From an optimization exercise on the open Yosys and OpenROAD flow, aimed at small area; shortcuts taken in it are not production practice. In this exercise RTL edits were held to simulation tests only and were not proved equivalent to the original. The flow treats the clock pin as an ideal source. Dropping or thinning the clock tree relies on that and would not hold on a real chip. Power figures rest on the tool's default switching activity, not on a simulated workload.

// dma_if
module dma_if (
  input      [1:0]    peri_sel,
  output              dma_req,
  input               dma_gnt,
  output     [31:0]   dma_addr,
  output              dma_we,
  output     [31:0]   dma_wdata,
  input      [31:0]   dma_rdata,
  input               dma_rvalid,
  input               peri0_req,
  output              peri0_gnt,
  input      [31:0]   peri0_addr,
  input               peri0_we,
  input      [31:0]   peri0_wdata,
  output     [31:0]   peri0_rdata,
  output              peri0_rvalid,
  input               peri1_req,
  output              peri1_gnt,
  input      [31:0]   peri1_addr,
  input               peri1_we,
  input      [31:0]   peri1_wdata,
  output     [31:0]   peri1_rdata,
  output              peri1_rvalid,
  input               peri2_req,
  output              peri2_gnt,
  input      [31:0]   peri2_addr,
  input               peri2_we,
  input      [31:0]   peri2_wdata,
  output     [31:0]   peri2_rdata,
  output              peri2_rvalid,
  input               peri3_req,
  output              peri3_gnt,
  input      [31:0]   peri3_addr,
  input               peri3_we,
  input      [31:0]   peri3_wdata,
  output     [31:0]   peri3_rdata,
  output              peri3_rvalid,
  input               clk,
  input               reset
);
Settings: LEC_CHECK=0, CAP_MARGIN=20, CORE_MARGIN=2, CORE_UTILIZATION=40, SLEW_MARGIN=20, SYNTH_HIERARCHICAL=1, SYNTH_MINIMUM_KEEP_SIZE=0; clock period 5.0 ns.
standard.sh (not shown) runs the stock make flow with config.mk's settings and CLKGATE_MAP_FILE= SYNTH_SCRIPT=/design/flow/synth_recipe.tcl, a recipe that flattens the netlist after the stock synthesis.
==> flow/flow/run.sh <==
#!/bin/bash
# Standard layout with two changes: the port buffers are the smallest buffer
# (buf_1), and the clock tree is built by flow/my_cts.tcl (a small inverter
# tree over balanced k-means groups of flip-flops) in place of ORFS's CTS.
set -euo pipefail
work=$(pwd)
export BUFFER_PORTS_ARGS="-buffer_cell sky130_fd_sc_hd__buf_1"
bash standard.sh place > standard_place.log 2>&1
RESULTS_DIR=$work/orfs/results/$FLOW_PLATFORM/dma_if/base \
PLATFORM_DIR=$FLOW_HOME/platforms/$FLOW_PLATFORM \
LIB_FILES=$FLOW_HOME/platforms/$FLOW_PLATFORM/lib/sky130_fd_sc_hd__tt_025C_1v80.lib \
CTS_LEVELS="sky130_fd_sc_hd__inv_8 16 sky130_fd_sc_hd__inv_12 1" \
  openroad -no_init -exit $work/flow/my_cts.tcl > my_cts.log 2>&1
bash standard.sh finish > standard_finish.log 2>&1
Other scripts of this flow, unchanged in this note and not shown: flow/flow/my_cts.tcl
Next try:
--- a/flow/flow/run.sh
+++ b/flow/flow/run.sh
@@ -10,5 +10,5 @@
 PLATFORM_DIR=$FLOW_HOME/platforms/$FLOW_PLATFORM \
 LIB_FILES=$FLOW_HOME/platforms/$FLOW_PLATFORM/lib/sky130_fd_sc_hd__tt_025C_1v80.lib \
-CTS_LEVELS="sky130_fd_sc_hd__inv_8 16 sky130_fd_sc_hd__inv_12 1" \
+CTS_LEVELS="sky130_fd_sc_hd__inv_8 16 sky130_fd_sc_hd__clkbuf_8 2 sky130_fd_sc_hd__inv_8 1" \
   openroad -no_init -exit $work/flow/my_cts.tcl > my_cts.log 2>&1
 bash standard.sh finish > standard_finish.log 2>&1
Outcome: The changed run went through all stages and came out clean; design area stays flat; total power climbs slightly; final cell count stays flat; worst setup slack is worse by 0.018 ns; clock skew is unchanged; synthesized area is unchanged; sequential power stays flat.
Next try:
--- a/flow/flow/run.sh
+++ b/flow/flow/run.sh
@@ -10,5 +10,5 @@
 PLATFORM_DIR=$FLOW_HOME/platforms/$FLOW_PLATFORM \
 LIB_FILES=$FLOW_HOME/platforms/$FLOW_PLATFORM/lib/sky130_fd_sc_hd__tt_025C_1v80.lib \
-CTS_LEVELS="sky130_fd_sc_hd__inv_8 16 sky130_fd_sc_hd__clkbuf_8 2 sky130_fd_sc_hd__inv_8 1" \
+CTS_LEVELS="sky130_fd_sc_hd__inv_8 18 sky130_fd_sc_hd__clkbuf_8 2 sky130_fd_sc_hd__inv_8 1" \
   openroad -no_init -exit $work/flow/my_cts.tcl > my_cts.log 2>&1
 bash standard.sh finish > standard_finish.log 2>&1
=>
- area after synthesis does not change
- final area is about the same
- total power goes up by about 1%
- critical path depth stays the same
- utilization goes up by 0.12 points
- sequential power stays flat
- die area is unchanged
- wire length goes up by 0.37%
- sequential share of layout area goes down by 0.14 points
No run of this note takes its clock network from TritonCTS; it comes from the design's own scripts or RTL.

## static timing again, ports no longer ideal
Ports are ideal in the flow. The routed layouts listed here were re-timed in OpenROAD. Step 1 (the two cells are an assumption about what drives the block):
set clk [get_ports {clk}]
set_driving_cell -lib_cell sky130_fd_sc_hd__clkbuf_16 $clk
set_driving_cell -lib_cell sky130_fd_sc_hd__buf_2 [delete_from_list [all_inputs] $clk]
Step 2 times the ports against the registers' clock, not the clock port: input delays grow and output delays shrink by t, the midpoint of the rising clock arrivals with the driver on. Slacks: no drivers / after step 1 / after step 2; pairs: no drivers / after step 1.
run | t (ns) | setup slack, ns | clock arrival spread, ns | worst data-port slew with drivers (ns) | cell pins on the clock port's net
the first run | 0.339 | 1.116 / 1.061 / 1.061 | 0.019 / 0.020 | 0.13 | 1
the second run | 0.482 | 1.098 / 1.043 / 1.043 | 0.024 / 0.024 | 0.13 | 1
the third run | 0.496 | 1.128 / 1.071 / 1.071 | 0.020 / 0.020 | 0.14 | 1
After both steps setup and hold are still met in every run listed. The setup slack of the third run, which loses most, moves by -0.057 ns with the drivers and by -0.057 ns with both steps.
